Context: an optimization exercise on an open-source flow, tuned for small area. The choices shown serve that exercise and are no tape-out recipe.
In this exercise RTL edits were held to simulation tests only and were not proved equivalent to the original.
Power figures rest on the tool's default switching activity, not on a simulated workload.

Design salu, start of the top module:
module salu(
      issue_source_reg1,
      issue_source_reg2,
      issue_dest_reg,
      issue_imm_value0,
      issue_imm_value1,
      issue_opcode,
      issue_wfid,
      issue_alu_select,
      exec_rd_exec_value,
      exec_rd_vcc_value,
      exec_rd_m0_value,
      exec_rd_scc_value,
      sgpr_source2_data,
      sgpr_source1_data,
      issue_instr_pc,
      exec_wr_exec_en,
      exec_wr_vcc_en,
      exec_wr_m0_en,
      exec_wr_scc_en,
      exec_wr_exec_value,
      exec_wr_vcc_value,
      exec_wr_m0_value,
      exec_wr_scc_value,
      exec_wr_wfid,
      exec_rd_en,
      exec_rd_wfid,
      sgpr_dest_data,
      sgpr_dest_addr,
      sgpr_dest_wr_en,
      sgpr_source2_addr,
      sgpr_source1_addr,
      sgpr_source1_rd_en,
      sgpr_source2_rd_en,
      issue_alu_ready,
      sgpr_instr_done_wfid,
      sgpr_instr_done,
      fetchwaveissue_branch_wfid,
      fetchwaveissue_branch_en,
      fetchwaveissue_branch_taken,
      fetch_branch_pc_value,
      tracemon_retire_pc,
      tracemon_exec_word_sel,
      tracemon_vcc_word_sel,
      clk,
      rst
 );
input clk;
input rst;
input issue_alu_select, exec_rd_scc_value;
input[5:0] issue_wfid;
input[11:0] issue_source_reg1, issue_source_reg2, issue_dest_reg;
input[15:0] issue_imm_value0;
input[31:0] issue_imm_value1, exec_rd_m0_value, issue_instr_pc, issue_opcode;
input[63:0] sgpr_source2_data, sgpr_source1_data,
            exec_rd_exec_value, exec_rd_vcc_value;
output exec_wr_exec_en, exec_wr_vcc_en, exec_wr_m0_en, exec_wr_scc_en,
         exec_wr_scc_value, exec_rd_en, sgpr_source1_rd_en, sgpr_source2_rd_en, issue_alu_ready, sgpr_instr_done,
         fetchwaveissue_branch_en, fetchwaveissue_branch_taken;
output [1:0] sgpr_dest_wr_en, tracemon_exec_word_sel, tracemon_vcc_word_sel;
output[5:0] exec_wr_wfid, exec_rd_wfid, sgpr_instr_done_wfid, fetchwaveissue_branch_wfid;
output[8:0] sgpr_dest_addr, sgpr_source2_addr, sgpr_source1_addr;
output[31:0] exec_wr_m0_value, fetch_branch_pc_value, tracemon_retire_pc;
output[63:0] exec_wr_exec_value, exec_wr_vcc_value, sgpr_dest_data;
localparam [5:0]
  OP_NOP = 6'd0,
  OP_BR = 6'd1, OP_BR_SCC0 = 6'd2, OP_BR_SCC1 = 6'd3, OP_BR_VCCZ = 6'd4,
  OP_BR_VCCNZ = 6'd5, OP_BR_EXECZ = 6'd6, OP_BR_EXECNZ = 6'd7,
  OP_MOV32 = 6'd8, OP_MOV64 = 6'd9, OP_NOT32 = 6'd10, OP_SAVEEXEC = 6'd11,
  ...
Size in the first run: about 3400 cells after synthesis, ~510 flip-flops, roughly 800 I/O pins.
export LEC_CHECK = 0
export CAP_MARGIN = 20
export CORE_MARGIN = 2
export CORE_UTILIZATION = 50
export SLEW_MARGIN = 20
export SYNTH_HIERARCHICAL = 1
export SYNTH_MINIMUM_KEEP_SIZE = 0
create_clock -name core_clock -period 11.0 [get_ports {clk}]
standard.sh (not shown) runs the stock make flow with config.mk's settings and CLKGATE_MAP_FILE= SYNTH_SCRIPT=/design/flow/synth_recipe.tcl, a recipe that flattens the netlist after the stock synthesis.
==> flow/flow/run.sh <==
#!/bin/bash
# The standard layout (standard.sh), with these changes to how it is made:
#  - ABC maps the logic with an area-oriented recipe (flow/abc_area_map.script)
#    in place of ORFS's speed recipe; everything else in synthesis is unchanged;
#  - the port buffers that global placement inserts use the smallest buffer;
#  - clock tree synthesis uses clkbuf_8 with smaller sink clusters and no
#    dummy loads.
# Each step's full log stays in orfs/logs/; make's own output goes to
# standard_make.log.
set -euo pipefail
here=$(pwd)
rm -rf "$here/scripts"
cp -r "$FLOW_HOME/scripts" "$here/scripts"
cp "$here/flow/abc_area_map.script" "$here/scripts/abc_speed.script"
export BUFFER_PORTS_ARGS="-buffer_cell sky130_fd_sc_hd__buf_1"
export CTS_ARGS="-sink_clustering_enable -repair_clock_nets -dont_use_dummy_load -buf_list sky130_fd_sc_hd__clkbuf_8 -sink_clustering_size 14 -sink_clustering_max_diameter 50"
bash standard.sh SCRIPTS_DIR="$here/scripts" finish > standard_make.log 2>&1
==> flow/flow/abc_area_map.script <==
&get -n
&st
&dch
&nf -a
&st
&syn2
&dch
&nf -a
&st
&syn2
&dch
&nf -a
&put
topo
stime -c
The first run ran to the end with no violations.
Change:
- CORE_UTILIZATION: 50 -> 35
Effect: Clock power went up by about 10%; register-to-register slack gets better by 0.26 ns; via count stays flat; flip-flop and latch count is unchanged.
Change:
- CORE_UTILIZATION: 35 -> 60
The new run produced a clean layout.
Maximum frequency went down by 2.8%.
Die area went down by 41%.
Routed wire length went down by 8.7%.
Change:
--- a/flow/flow/run.sh
+++ b/flow/flow/run.sh
@@ -16 +16 @@
-export CTS_ARGS="-sink_clustering_enable -repair_clock_nets -dont_use_dummy_load -buf_list sky130_fd_sc_hd__clkbuf_8 -sink_clustering_size 14 -sink_clustering_max_diameter 50"
+export CTS_ARGS="-sink_clustering_enable -repair_clock_nets -dont_use_dummy_load -buf_list sky130_fd_sc_hd__clkbuf_8 -sink_clustering_size 18 -sink_clustering_max_diameter 60"
- CORE_UTILIZATION: 60 -> 50
=> Via count went down by 4.4%. Fmax goes up by 0.92%. Clock skew decreases by 0.0040 ns. Cell area hardly moves. Core utilization fell by 12 points. Die area goes up by 20%. Clock power came out lower by about 9%. Wire length grows by 2.7%.

## what the ideal ports hide
How much do the figures lean on ideal ports? The routed layouts below were timed once more, with nothing changed but the port constraints. Step 1 assumes that a clkbuf_16 drives the clock port and a buf_2 every other input. Step 2 times the ports against the registers' clock, not the clock port: input delays grow and output delays shrink by t, the midpoint of the rising clock arrivals with the driver on. a / b / c = ideal / step 1 / step 2; a / b = the first two.
| run | shift t [ns] | setup slack, ns | hold WS [ns] | worst slew at a driven data input, ns |
|---|---|---|---|---|
| the first run | 0.770 | 0.259 / 0.259 / 0.259 | 0.296 / 0.296 / 0.296 | 0.26 |
| the second run | 0.772 | 0.520 / 0.520 / 0.520 | 0.318 / 0.318 / 0.318 | 0.25 |
| the third run | 0.748 | 0.220 / 0.220 / 0.220 | 0.288 / 0.288 / 0.288 | 0.13 |
| the fourth run | 0.742 | 0.318 / 0.318 / 0.318 | 0.310 / 0.310 / 0.310 | 0.28 |
After both steps setup and hold are still met in every run listed.
